From an optimization exercise on the open Yosys and OpenROAD flow, aimed at a short achievable clock period and few clock cycles per item; shortcuts taken in it are not production practice.
No functional check of the RTL was part of any run shown here.

==> design.v <==
`timescale 1ns/10ps
module mm_gcd (
    clock,
    reset,
    a,
    b,
    c,
    start,
    finished
);
input clock;
input reset;
input [31:0] a;
input [31:0] b;
output [31:0] c;
input start;
output finished;
reg [32:0] u;      
reg [32:0] v;      
reg [4:0] k;
reg fin;
reg fix;
reg [7:0] qu;      
reg [7:0] qv;      
wire [31:0] mag = u[32] ? {~u[31:1], 1'b1} : u[31:0];
assign finished = fin;
assign c = mag << k;
function [4:0] ctz32;
    input [31:0] x;
    integer i;
    begin
        ctz32 = 5'd0;
        for (i = 31; i >= 0; i = i - 1)
            if (x[i]) ctz32 = i;
    end
endfunction
function [5:0] ctz33;
    input [32:0] x;
    integer i;
    begin
        ctz33 = 6'd0;
        for (i = 32; i >= 0; i = i - 1)
            if (x[i]) ctz33 = i;
    end
endfunction
function [31:0] ks32;
    input [31:0] x;
    input [31:0] y;
    input ci;
    reg [31:0] p, g, pp, g2, p2;
    integer i, d;
    begin
        p = x ^ y;
        g = x & y;
        g[0] = g[0] | (p[0] & ci);
        pp = p;
        for (d = 1; d < 32; d = d * 2) begin
            g2 = g;
            p2 = pp;
            for (i = d; i < 32; i = i + 1) begin
                g2[i] = g[i] | (pp[i] & g[i-d]);
                p2[i] = pp[i] & pp[i-d];
            end
            g = g2;
            pp = p2;
        end
        ks32 = p ^ {g[30:0], ci};
    end
endfunction
function [7:0] qtab;
    input [2:0] l;
    input [2:0] s;
    begin
        case ({l, s})
            6'o00: qtab = 8'b00000001;
            6'o01: qtab = 8'b00100010;
            6'o02: qtab = 8'b10000010;
            6'o03: qtab = 8'b00000110;
            6'o04: qtab = 8'b00001001;
            6'o05: qtab = 8'b01000001;
            6'o06: qtab = 8'b00010001;
            6'o07: qtab = 8'b00000010;
            6'o10: qtab = 8'b01000001;
            6'o11: qtab = 8'b00000001;
            6'o12: qtab = 8'b00000110;
            6'o13: qtab = 8'b00010001;
            6'o14: qtab = 8'b00100010;
            6'o15: qtab = 8'b00001001;
            6'o16: qtab = 8'b00000010;
            6'o17: qtab = 8'b10000010;
            6'o20: qtab = 8'b00010001;
            6'o21: qtab = 8'b00000110;
            6'o22: qtab = 8'b00000001;
            6'o23: qtab = 8'b01000001;
            6'o24: qtab = 8'b10000010;
            6'o25: qtab = 8'b00000010;
            6'o26: qtab = 8'b00001001;
            6'o27: qtab = 8'b00100010;
            6'o30: qtab = 8'b00000110;
            6'o31: qtab = 8'b10000010;
            6'o32: qtab = 8'b00100010;
            6'o33: qtab = 8'b00000001;
            6'o34: qtab = 8'b00000010;
            6'o35: qtab = 8'b00010001;
            6'o36: qtab = 8'b01000001;
            6'o37: qtab = 8'b00001001;
            6'o40: qtab = 8'b00001001;
            6'o41: qtab = 8'b01000001;
            6'o42: qtab = 8'b00010001;
            6'o43: qtab = 8'b00000010;
            6'o44: qtab = 8'b00000001;
            6'o45: qtab = 8'b00100010;
            6'o46: qtab = 8'b10000010;
            6'o47: qtab = 8'b00000110;
            6'o50: qtab = 8'b00100010;
            6'o51: qtab = 8'b00001001;
            6'o52: qtab = 8'b00000010;
            6'o53: qtab = 8'b10000010;
            6'o54: qtab = 8'b01000001;
            6'o55: qtab = 8'b00000001;
            6'o56: qtab = 8'b00000110;
            6'o57: qtab = 8'b00010001;
            6'o60: qtab = 8'b10000010;
            6'o61: qtab = 8'b00000010;
            6'o62: qtab = 8'b00001001;
            6'o63: qtab = 8'b00100010;
            6'o64: qtab = 8'b00010001;
            6'o65: qtab = 8'b00000110;
            6'o66: qtab = 8'b00000001;
            6'o67: qtab = 8'b01000001;
            6'o70: qtab = 8'b00000010;
            6'o71: qtab = 8'b00010001;
            6'o72: qtab = 8'b01000001;
            6'o73: qtab = 8'b00001001;
            6'o74: qtab = 8'b00000110;
            6'o75: qtab = 8'b10000010;
            6'o76: qtab = 8'b00100010;
            6'o77: qtab = 8'b00000001;
        endcase
    end
endfunction
function [76:0] step;
    input [32:0] l;
    input [32:0] s;
    input [7:0] q;
    reg [35:0] le, se, sn, x, y, ps, cs, p, g, z;
    reg [7:0] sel;
    reg [2:0] lo;
    reg c4, more, none;
    integer i, j;
    begin
        le = {{3{l[32]}}, l};
        se = {{3{s[32]}}, s};
        sn = ~se ^ 36'd1;                   
        x = ({36{q[7]}} & (se << 1)) | ({36{q[6]}} & (sn << 1)) |
            ({36{q[5]}} & (se << 2)) | ({36{q[4]}} & (sn << 2)) |
            ({36{q[3]}} & (se << 3)) | ({36{q[2]}} & (sn << 3));
        y = ({36{q[1]}} & se) | ({36{q[0]}} & sn);
        ps = le ^ x ^ y;
        cs = ((le & x) | (le & y) | (x & y)) << 1;
        p = ps ^ cs;
        g = ps & cs;
        z = p ^ ((ps | cs) << 1);
        c4 = (ps[3:0] != 4'd0) || (cs[3:0] != 4'd0);
        more = (z[11:4] == 8'd0);
        none = 1'b1;
        for (j = 0; j < 7; j = j + 1) begin
            sel[j] = z[4+j] & none;
            none = none & ~z[4+j];
        end
        sel[7] = none;
        lo = 3'd0;
        for (j = 0; j < 8; j = j + 1) begin
            i = 4 + j;
            lo = lo | ({3{sel[j]}} &
                 {p[i+3] ^ (g[i+2] | (p[i+2] & g[i+1]) | (p[i+2] & p[i+1] & g[i])),
                  p[i+2] ^ (g[i+1] | (p[i+1] & g[i])),
                  p[i+1] ^ g[i]});
        end
        step = {ps[35:4], cs[35:4], c4, sel, more, lo};
    end
endfunction
function is_unit;
    input [31:0] r;
    input [7:0] sel;
    integer j;
    begin
        is_unit = 1'b0;
        for (j = 0; j < 8; j = j + 1)
            is_unit = is_unit | (sel[j] & ((r >> (j + 1)) == 32'd0 ||
                                           (~r >> (j + 1)) == 32'd0));
    end
endfunction
wire [4:0] za = ctz32(a);
wire [4:0] zb = ctz32(b);
wire [31:0] ao = a >> za;
wire [31:0] bo = b >> zb;
wire a_zero = (a == 32'd0);
wire b_zero = (b == 32'd0);
wire a_pow2 = ((a & (a - 32'd1)) == 32'd0);
wire b_pow2 = ((b & (b - 32'd1)) == 32'd0);
wire [33:0] sum_uv = {u[32], u} + {v[32], v};
wire [33:0] dif_uv = {u[32], u} - {v[32], v};
wire gt = (sum_uv[33] == dif_uv[33]);           
wire eq = (u == v) || (u[32:1] == ~v[32:1]);   
wire [31:0] psu, csu, psv, csv;
wire c4u, c4v, mu, mv;
wire [7:0] su, sv;
wire [2:0] lu, lv;
assign {psu, csu, c4u, su, mu, lu} = step(u, v, qu);
assign {psv, csv, c4v, sv, mv, lv} = step(v, u, qv);
wire [31:0] ru = ks32(psu, csu, c4u);             
wire [31:0] rv = ks32(psv, csv, c4v);
wire [39:0] rux = {{8{ru[31]}}, ru};
wire [39:0] rvx = {{8{rv[31]}}, rv};
wire [7:0] gsu = {8{gt}} & su;
wire [7:0] gsv = {8{~gt}} & sv;
reg [32:0] w;
integer wi, wj;
always @* begin
    w = 33'd0;
    for (wj = 0; wj < 8; wj = wj + 1)
        for (wi = 0; wi < 33; wi = wi + 1)
            w[wi] = w[wi] | (gsu[wj] & rux[wi+wj]) | (gsv[wj] & rvx[wi+wj]);
end
wire ou = is_unit(ru, su) && !mu;
wire ov = is_unit(rv, sv) && !mv;
wire [5:0] zu = ctz33(u);
wire [32:0] uf = $signed(u) >>> zu;
always @(posedge clock) begin
    if (reset == 0) begin
        fin <= 1'b1;
        fix <= 1'b0;
    end
    else if (start) begin
        fix <= 1'b0;
        if (a_zero || b_zero) begin
            fin <= 1'b1;
            u <= {1'b0, a | b};
            k <= 5'd0;
        end
        else begin
            k <= (za < zb) ? za : zb;
            u <= (a_pow2 || b_pow2) ? 33'd1 : {1'b0, ao};
            v <= {1'b0, bo};
            fin <= a_pow2 || b_pow2 || (a == b);
            qu <= qtab(ao[3:1], bo[3:1]);
            qv <= qtab(bo[3:1], ao[3:1]);
        end
    end
    else if (!fin) begin
        if (fix) begin
            fix <= 1'b0;
            if (u == 33'd0) begin
                u <= v;
                fin <= 1'b1;
            end
            else begin
                u <= uf;
                fin <= (uf == 33'd1) || (uf == {33{1'b1}});
                qu <= qtab(uf[3:1], v[3:1]);
                qv <= qtab(v[3:1], uf[3:1]);
            end
        end
        else if (eq) begin
            fin <= 1'b1;
        end
        else begin
            u <= w;
            if (!gt)
                v <= u;
            fin <= gt ? ou : ov;
            fix <= gt ? mu : mv;
            qu <= gt ? qtab(lu, v[3:1]) : qtab(lv, u[3:1]);
            qv <= gt ? qtab(v[3:1], lu) : qtab(u[3:1], lv);
        end
    end
end
endmodule
==> run.sh <==
#!/bin/bash
# synth_recipe.tcl (not shown) runs the flow's synth.tcl, then flattens the netlist and writes it again
# the make line also repeats each setting of config.mk as NAME=value (left out here)
make -C /OpenROAD-flow-scripts/flow DESIGN_CONFIG=/design/flow/config.mk WORK_HOME=/design/flow/orfs CLKGATE_MAP_FILE= SYNTH_SCRIPT=/design/flow/synth_recipe.tcl finish
==> config.mk <==
export PLATFORM = sky130hd
export DESIGN_NAME = mm_gcd
export DESIGN_NICKNAME = mm_gcd
export VERILOG_FILES = /design/flow/design.v
export SDC_FILE = /design/flow/constraint.sdc
export NUM_CORES = 4
export LEC_CHECK = 0
export CAP_MARGIN = 20
export CORE_MARGIN = 2
export CORE_UTILIZATION = 40
export SLEW_MARGIN = 20
==> constraint.sdc <==
create_clock -name core_clock -period 5.0 [get_ports {clock}]
set_input_delay 1.0000 -clock core_clock [delete_from_list [all_inputs] [get_ports {clock}]]
set_output_delay 1.0000 -clock core_clock [all_outputs]
set_load 0.01 [all_outputs]
==> run notes, run 1 <==
* # DRC at 0
* Synthesized area at 31700 µm²
* Inst Count DP at 6401
* Req. time, crit path at 5.24 ns
* Fin nets at 5813
* Slew HR at 0.143
* Most frequent CP cell: buf_6
* Hold Vio Cnt, Final at 0
* Final RePlAce weighted congestion at 1.10
* Final Cycle Share at 1.19
* Initial DRC count at 6432
* WL per Instance at 29.5 µm
* First-pass GRT wire length at 275000 µm
* CTS tree: done
* Most common library cells after synthesis: nor2_1 (345), mux2i_1 (335), clkbuf_1 (310)
* Vias in the first global route at 40205
* Mean Syn Cell Area at 7.36 µm²
* Clk_skew at 0.0160 ns
* Yosys warnings at 1
* CP Launch Type: register
* Slew @ Worst Pin at 1.28 ns
* Post-synthesis async set-or-reset flop share at 0
* Share of cells above drive strength 1 at 0.373
* Final ANT Viol Nets at 0
* Post-DP HPWL at 156000 µm
* Worst EP arrival at 6.17 ns
* Worst-path clk slew at 0.08 ns
* Final wirelength at 193000 µm
* Largest net degree at the start of global routing at 43
* Period minus WS final at 5.93 ns
* Worst setup EP type: register
* Clock Tree Buf Depth at 2
* Top delay family on crit path: compound AO/OA/AOI/OAI gates
* Clock sinks at 89
* Yosys top cell area share at 0.106
* Yosys reg bits at 89
* Root buf cell: clkbuf_16
* Unique cell type count in the Yosys netlist at 117
* Top_reg_cell synth: edfxtp_1
* Final setup violation count at 48
* Rows at 103
* P&R area growth vs syn at 49.6%
* RSZ-0062 raised after global routing: yes
* Area leader, netlist: mux2i_1
* H-tree levels at 3
* Width of the chip at 285 µm
* HP Class: reg2reg
* Die area at 81400 µm²
* Final Cell Area at 47400 µm²
* Final Non-Filler Cells at 6534
* Register area share after synthesis at 0.0838
* Status: complete, but fails checks
* Post-synth EDFFs at 87
* Starting density of the core at 0.403
* Worst-skew pair later-pin latency at 0.39 ns
* Max cap viols at 0
* Total GRT Usage at 0.453
* Core Box Area at 78600 µm²
* Area post-placement at 43200 µm²
* DR vias at 42972
* Max stage delay on crit path at 0.53 ns
* Number of top-level pins at 100
* CP max-delay cell: fa_1
* Hold Buf Count CTS at 0
* Worst Path Max Fanout at 5
* Synth Net Count at 4637
* DRT Pass-1 Iters at 9
* Most common cell in the netlist: nor2_1
* Critical-path cell list: buf_6, mux2_2, fa_1, nor4bb_4, fa_2, fa_2, and3b_2, or4_4, a41oi_4, o21ai_4, a21o_1, buf_6, a221oi_4, xor2_1, buf_4, nand4_1, nor4_1, buf_4, buf_6, o21bai_1, a221o_1, a222oi_1, a31oi_1
* Die Y at 285 µm
* SO Viols: negative setup slack
* Count of pins over their slew limit at 0
* Buf/Inv on CP at 5
* Port Buffers at 99
* Gr ovfl total at 0
* Vias/cell at 6.58
* Initial antenna violation count at 4
* Top cells by area, synth: mux2i_1 (11%), edfxtp_1 (8.3%), ha_1 (7.2%), fa_1 (5.6%), a21oi_1 (4.6%)
* TritonCTS Buffers at 9
* Maximum clock frequency at 0.169 GHz
* Fin worst setup slack at -0.929 ns
* Post-synthesis instance total at 4301
* Pre-CTS setup slack at -1.76 ns
* Crit Path Category: reg2reg
-- worst register-to-register path: stages (launching register included) --
cell and delay, ns:
edfxtp_1 0.51, buf_6 0.15, mux2_2 0.34, fa_1 0.53, nor4bb_4 0.32, fa_2 0.29, fa_2 0.23, and3b_2 0.23
or4_4 0.45, a41oi_4 0.21, o21ai_4 0.11, a21o_1 0.23, buf_6 0.15, a221oi_4 0.25, xor2_1 0.11, buf_4 0.19
nand4_1 0.11, nor4_1 0.06, buf_4 0.15, buf_6 0.11, o21bai_1 0.14, a221o_1 0.34, a222oi_1 0.40, a31oi_1 0.15
-- path summary, 6_finish.rpt --
check | startpoint | end | slack [ns] | depth (start not counted)
setup / recovery | u[1] | fin | -0.93 | 23
hold reg to reg | fix | fix | 0.83 | 3
setup reg to reg | u[1] | fin | -0.93 | 23
hold / removal | fix | fix | 0.83 | 3
-- layer usage --
layer,part of all wire,global-route usage
met5,0.0012,0
met1,0.41,0.625
met2,0.40,0.639
met4,0.054,0.204
met3,0.13,0.142
-- flip-flops by register name (all words and copies together), names as in the netlist --
name	flops
v	33
fix	1
qu	8
k	5
u	33
fin	1
qv	8
-- through the flow --
step	hold slack (ns)	utilization	TNS (ns)
2_1_floorplan	0.637	-	-4.72
3_3_place_gp	0.789	0.550	-31.92
3_5_place_dp	0.793	0.550	-30.44
4_1_cts	0.811	0.587	-17.59
5_1_grt	0.829	0.602	-28.80
6_report	0.832	0.602	-21.79
-- timing repair --
action                                  4_1_cts  5_1_grt
setup buffers                                89       40
pin swaps                                   159      143
gates resized for setup                     394      203
gates cloned                                  1        0
endpoints found under the setup margin       49       51
endpoints found under the hold margin         0        0
-- final cells by class --
cell class / count / area (µm²)
Sequential cell: 89 / 2650
Timing Repair Buffer: 1575 / 13000
Inverter: 194 / 728
Clock buffer: 9 / 225
Clock inverter: 7 / 124
Multi-Input combinational cell: 3608 / 29300
Tap cell: 1050 / 1310
Fill cell: 7306 / 31300
Antenna cell: 2 / 5.00
-- cell usage in the layout, fill, tap and decap left out, types with 70 or more instances in the layout --
| cell type | synthesis | final |
|---|---|---|
| nand2_1 | 289 | 282 |
| a21oi_1 | 291 | 260 |
| o211ai_1 | 70 | 70 |
| nor3_1 | 127 | 109 |
| buf_4 | 5 | 1349 |
| o22ai_1 | 100 | 84 |
| mux2_2 | 72 | 70 |
| mux2i_1 | 335 | 327 |
| ha_1 | 181 | 161 |
| xnor2_1 | 120 | 98 |
| edfxtp_1 | 87 | 87 |
| nand3_1 | 206 | 202 |
| buf_6 | 6 | 80 |
| o21ai_0 | 222 | 184 |
| clkdlybuf4s50_1 | 0 | 97 |
| nor2_1 | 345 | 325 |
| inv_1 | 183 | 181 |
-- cell families after synthesis --
group                    after synthesis  share of synthesized area
AO/OA/AOI/OAI                       1389                      0.305
AND/OR/NAND/NOR                     1335                      0.206
buffers and inverters                604                     0.0758
multiplexers                         435                      0.151
adder cells (fa/ha/maj)              274                      0.129
XOR/XNOR                             175                     0.0489
flip-flops                            89                     0.0838
==> run 2: changes to the inputs <==
--- a/design.v
+++ b/design.v
@@ -139,7 +139,29 @@
         endcase
     end
 endfunction
-function [76:0] step;
+function sum_is;
+    input [35:0] ps;
+    input [35:0] cs;
+    input [35:0] kc;
+    reg [35:0] need;
+    begin
+        need = ((ps & cs) | ((ps | cs) & ~kc)) << 1;
+        sum_is = ((ps ^ cs ^ kc) == need);
+    end
+endfunction
+function is_unit;
+    input [35:0] ps;
+    input [35:0] cs;
+    input [7:0] sel;
+    integer j;
+    begin
+        is_unit = 1'b0;
+        for (j = 0; j < 8; j = j + 1)
+            is_unit = is_unit | (sel[j] & (sum_is(ps, cs, 36'd1 << (j + 4)) ||
+                                           sum_is(ps, cs, -(36'd1 << (j + 4)))));
+    end
+endfunction
+function [77:0] step;
     input [32:0] l;
     input [32:0] s;
     input [7:0] q;
@@ -177,18 +199,7 @@
                   p[i+2] ^ (g[i+1] | (p[i+1] & g[i])),
                   p[i+1] ^ g[i]});
         end
-        step = {ps[35:4], cs[35:4], c4, sel, more, lo};
-    end
-endfunction
-function is_unit;
-    input [31:0] r;
-    input [7:0] sel;
-    integer j;
-    begin
-        is_unit = 1'b0;
-        for (j = 0; j < 8; j = j + 1)
-            is_unit = is_unit | (sel[j] & ((r >> (j + 1)) == 32'd0 ||
-                                           (~r >> (j + 1)) == 32'd0));
+        step = {ps[35:4], cs[35:4], c4, sel, more, lo, is_unit(ps, cs, sel)};
     end
 endfunction
 wire [4:0] za = ctz32(a);
@@ -204,11 +215,11 @@
 wire gt = (sum_uv[33] == dif_uv[33]);           
 wire eq = (u == v) || (u[32:1] == ~v[32:1]);   
 wire [31:0] psu, csu, psv, csv;
-wire c4u, c4v, mu, mv;
+wire c4u, c4v, mu, mv, unu, unv;
 wire [7:0] su, sv;
 wire [2:0] lu, lv;
-assign {psu, csu, c4u, su, mu, lu} = step(u, v, qu);
-assign {psv, csv, c4v, sv, mv, lv} = step(v, u, qv);
+assign {psu, csu, c4u, su, mu, lu, unu} = step(u, v, qu);
+assign {psv, csv, c4v, sv, mv, lv, unv} = step(v, u, qv);
 wire [31:0] ru = ks32(psu, csu, c4u);             
 wire [31:0] rv = ks32(psv, csv, c4v);
 wire [39:0] rux = {{8{ru[31]}}, ru};
@@ -223,8 +234,8 @@
         for (wi = 0; wi < 33; wi = wi + 1)
             w[wi] = w[wi] | (gsu[wj] & rux[wi+wj]) | (gsv[wj] & rvx[wi+wj]);
 end
-wire ou = is_unit(ru, su) && !mu;
-wire ov = is_unit(rv, sv) && !mv;
+wire ou = unu && !mu;
+wire ov = unv && !mv;
 wire [5:0] zu = ctz33(u);
 wire [32:0] uf = $signed(u) >>> zu;
 always @(posedge clock) begin
==> run notes, run 2 <==
* Gr ovfl total at 0 (unchanged)
* Post-synthesis async set-or-reset flop share at 0 (unchanged)
* Max cap viols at 0 (unchanged)
* CP Launch Type: register (unchanged)
* Worst setup EP type: register (unchanged)
* Synthesized area at 32100 µm² (was 31700 µm²)
* Yosys top cell area share at 0.111 (was 0.106)
* Worst-skew pair later-pin latency at 0.40 ns (was 0.39 ns)
* Buf/Inv on CP at 2 (was 5)
* Vias/cell at 6.35 (was 6.58)
* Vias in the first global route at 39623 (was 40205)
* H-tree levels at 3 (unchanged)
* Post-synthesis instance total at 4282 (was 4301)
* Most common library cells after synthesis: mux2i_1 (357), nand2_1 (335), nor2_1 (319) (was nor2_1 (345), mux2i_1 (335), clkbuf_1 (310))
* Starting density of the core at 0.405 (was 0.403)
* Initial DRC count at 5743 (was 6432)
* Regs by FF count: u: 33 flops, v: 33 flops (unchanged)
* Most frequent CP cell: fa_2 (was buf_6)
* Top cells by area, synth: mux2i_1 (11%), ha_1 (9.2%), fa_1 (8.2%), edfxtp_1 (8.1%), a21oi_1 (4.2%) (was mux2i_1 (11%), edfxtp_1 (8.3%), ha_1 (7.2%), fa_1 (5.6%), a21oi_1 (4.6%))
* Final wirelength at 188000 µm (was 193000 µm)
* Hold Buf Count CTS at 0 (unchanged)
* SO Viols: negative setup slack (unchanged)
* Critical-path cell list: mux2_4, fa_2, or4_4, nor4_4, buf_4, fa_2, fa_2, and3b_2, o211ai_1, a21oi_1, o211a_1, o31a_1, o21a_1, o41ai_4, buf_4, o22a_1, nand2_2, a22o_1, nor4_4, a41oi_2, a211o_1 (was buf_6, mux2_2, fa_1, nor4bb_4, fa_2, fa_2, and3b_2, or4_4, a41oi_4, o21ai_4, a21o_1, buf_6, a221oi_4, xor2_1, buf_4, nand4_1, nor4_1, buf_4, buf_6, o21bai_1, a221o_1, a222oi_1, a31oi_1)
* Top_reg_cell synth: edfxtp_1 (unchanged)
* Worst Path Max Fanout at 4 (was 5)
* # DRC at 0 (unchanged)
* Total GRT Usage at 0.442 (was 0.453)
* Mean Syn Cell Area at 7.49 µm² (was 7.36 µm²)
* Die area at 82500 µm² (was 81400 µm²)
* Final Non-Filler Cells at 6591 (was 6534)
* Largest net degree at the start of global routing at 58 (was 43)
* Hold slack at 0.609 ns (was 0.832 ns)
* Hold Vio Cnt, Final at 0 (unchanged)
* Area leader, netlist: mux2i_1 (unchanged)
* Max stage delay on crit path at 0.56 ns (was 0.53 ns)
* Rows at 103 (unchanged)
* Root buf cell: clkbuf_16 (unchanged)
* Share of cells above drive strength 1 at 0.351 (was 0.373)
* CTS tree: done (unchanged)
* Clk_skew at 0.0100 ns (was 0.0160 ns)
* CP max-delay cell: or4_4 (was fa_1)
* Register area share after synthesis at 0.0827 (was 0.0838)
* Fin nets at 5969 (was 5813)
* Final Cell Area at 47400 µm² (about the same)
* RSZ-0062 raised after global routing: yes (unchanged)
* Post-DP HPWL at 155000 µm (was 156000 µm)
* DR vias at 41823 (was 42972)
* Final setup violation count at 49 (was 48)
* Port Buffers at 99 (unchanged)
* WL per Instance at 28.5 µm (was 29.5 µm)
* Area post-placement at 44600 µm² (was 43200 µm²)
* Worst EP arrival at 5.84 ns (was 6.17 ns)
* Req. time, crit path at 5.15 ns (was 5.24 ns)
* Die Y at 287 µm (was 285 µm)
* HP Class: reg2reg (unchanged)
* Slew HR at 0.216 (was 0.143)
* Width of the chip at 287 µm (was 285 µm)
* Post-synth EDFFs at 87 (unchanged)
* Crit Path Category: reg2reg (unchanged)
* Top delay family on crit path: compound AO/OA/AOI/OAI gates (unchanged)
* Slew @ Worst Pin at 1.17 ns (was 1.28 ns)
* Clock Tree Buf Depth at 2 (unchanged)
* Synth Net Count at 4716 (was 4637)
* Final RePlAce weighted congestion at 1.05 (was 1.10)
* DRT Pass-1 Iters at 6 (was 9)
* Fin worst setup slack at -0.689 ns (was -0.929 ns)
* Inst Count DP at 6488 (was 6401)
* Core Box Area at 79300 µm² (was 78600 µm²)
* Yosys reg bits at 89 (unchanged)
* First-pass GRT wire length at 270000 µm (was 275000 µm)
* Yosys warnings at 1 (unchanged)
* P&R area growth vs syn at 47.9% (was 49.6%)
* Number of top-level pins at 100 (unchanged)
* Worst-path clk slew at 0.08 ns (about the same)
* TritonCTS Buffers at 9 (unchanged)
* Unique cell type count in the Yosys netlist at 113 (was 117)
* Count of pins over their slew limit at 0 (unchanged)
* Final ANT Viol Nets at 0 (unchanged)
* Clock sinks at 89 (unchanged)
* Maximum clock frequency at 0.176 GHz (was 0.169 GHz)
* Period minus WS final at 5.69 ns (was 5.93 ns)
* Final Cycle Share at 1.14 (was 1.19)
* Most common cell after layout, fill and taps aside: buf_4 (unchanged)
* Most common cell in the netlist: mux2i_1 (was nor2_1)
* Most frequent cells in the layout: buf_4 (1398), mux2i_1 (352), nand2_1 (322) (was buf_4 (1349), mux2i_1 (327), nor2_1 (325))
* Initial antenna violation count at 3 (was 4)
* Status: complete, but fails checks (unchanged)
run 2: changes by cell type in the layout (fill, tap and decap cells not counted), moves of 29 or more:
cell | before | now
nand3_1 | 202 | 138
and3_1 | 22 | 51
inv_1 | 181 | 288
xor2_1 | 42 | 95
nand2_1 | 282 | 322
ha_1 | 161 | 223
buf_4 | 1349 | 1398
fa_1 | 60 | 114
run 2: layer usage:
layer	vias to the layer above	wire [µm]	global-route usage
li1	18394	-	-
met5	-	13	0
met4	2	11100	0.209
met3	554	23300	0.124
met1	20165	78000	0.606
met2	2708	75600	0.635
run 2: worst register-to-register path, stage by stage, from the launching register on:
cell,delay (ns)
edfxtp_1,0.51
mux2_4,0.35
fa_2,0.37
or4_4,0.56
nor4_4,0.16
buf_4,0.18
fa_2,0.22
fa_2,0.20
and3b_2,0.21
o211ai_1,0.21
a21oi_1,0.11
o211a_1,0.23
o31a_1,0.26
o21a_1,0.22
o41ai_4,0.25
buf_4,0.18
o22a_1,0.15
nand2_2,0.07
a22o_1,0.21
nor4_4,0.31
a41oi_2,0.18
a211o_1,0.31
run 2: worst paths after layout:
path / startpoint / depth (start not counted) / to / slack, ns
max: u[1] / 21 / u[24] / -0.69
min reg2reg: fin / 2 / fix / 0.61
max reg2reg: u[1] / 21 / u[24] / -0.69
min: fin / 2 / fix / 0.61
run 2: cells by family (layout without fill, tap and decap cells):
kind of cell	Yosys count	count (layout)	share of synthesized area
AO/OA/AOI/OAI	1240	1240	0.263
adder cells (fa/ha/maj)	371	371	0.175
flip-flops	89	89	0.0827
AND/OR/NAND/NOR	1262	1263	0.190
other	0	1	0
multiplexers	429	429	0.145
buffers and inverters	674	1931	0.0832
XOR/XNOR	217	217	0.0598
run 2: per-stage QoR:
stage,worst slack [ns],setup TNS (ns),utilization
2_1_floorplan,-0.847,-13.54,-
3_3_place_gp,-1.05,-30.34,0.563
3_5_place_dp,-1.06,-31.44,0.563
4_1_cts,-0.739,-19.64,0.583
5_1_grt,-0.920,-28.72,0.599
6_report,-0.689,-19.75,0.599
run 2: final cells by class:
class,instances,area [µm²]
antenna,1,2.50
fill,7445,31800
inverter,304,1150
multi-input combinational,3520,28800
timing repair buffer,1611,13300
sequential,89,2650
clock buffer,10,229
tap,1050,1310
clock inverter,6,73.8
run 2: timing repair:
| item | 4_1_cts | 5_1_grt |
|---|---|---|
| pin swaps | 125 | 108 |
| endpoints found under the hold margin | 0 | 0 |
| buffers inserted | 45 | 49 |
| resized for setup | 198 | 196 |
| cloned | 1 | 1 |
| setup endpoints to repair | 50 | 50 |

-- separate check: timing with driven ports --
How much do the figures lean on ideal ports? The routed layouts below were timed once more, with nothing changed but the port constraints. Step 1 sets driving cells, clkbuf_16 on the clock port and buf_2 on the other inputs (assumed; they add their load-dependent delay and slew). Step 2 times the ports against the registers' clock, not the clock port: input delays grow and output delays shrink by t, the midpoint of the rising clock arrivals with the driver on. Three values: ideal ports, drivers, drivers and shift; two values: the first two.
run | t, ns | setup WS [ns] | latest minus earliest clock arrival (ns) | worst data-port slew with drivers (ns)
run 1 | 0.444 | -0.929 / -0.929 / -0.929 | 0.016 / 0.016 | 0.09
run 2 | 0.456 | -0.689 / -0.689 / -0.689 | 0.010 / 0.010 | 0.09
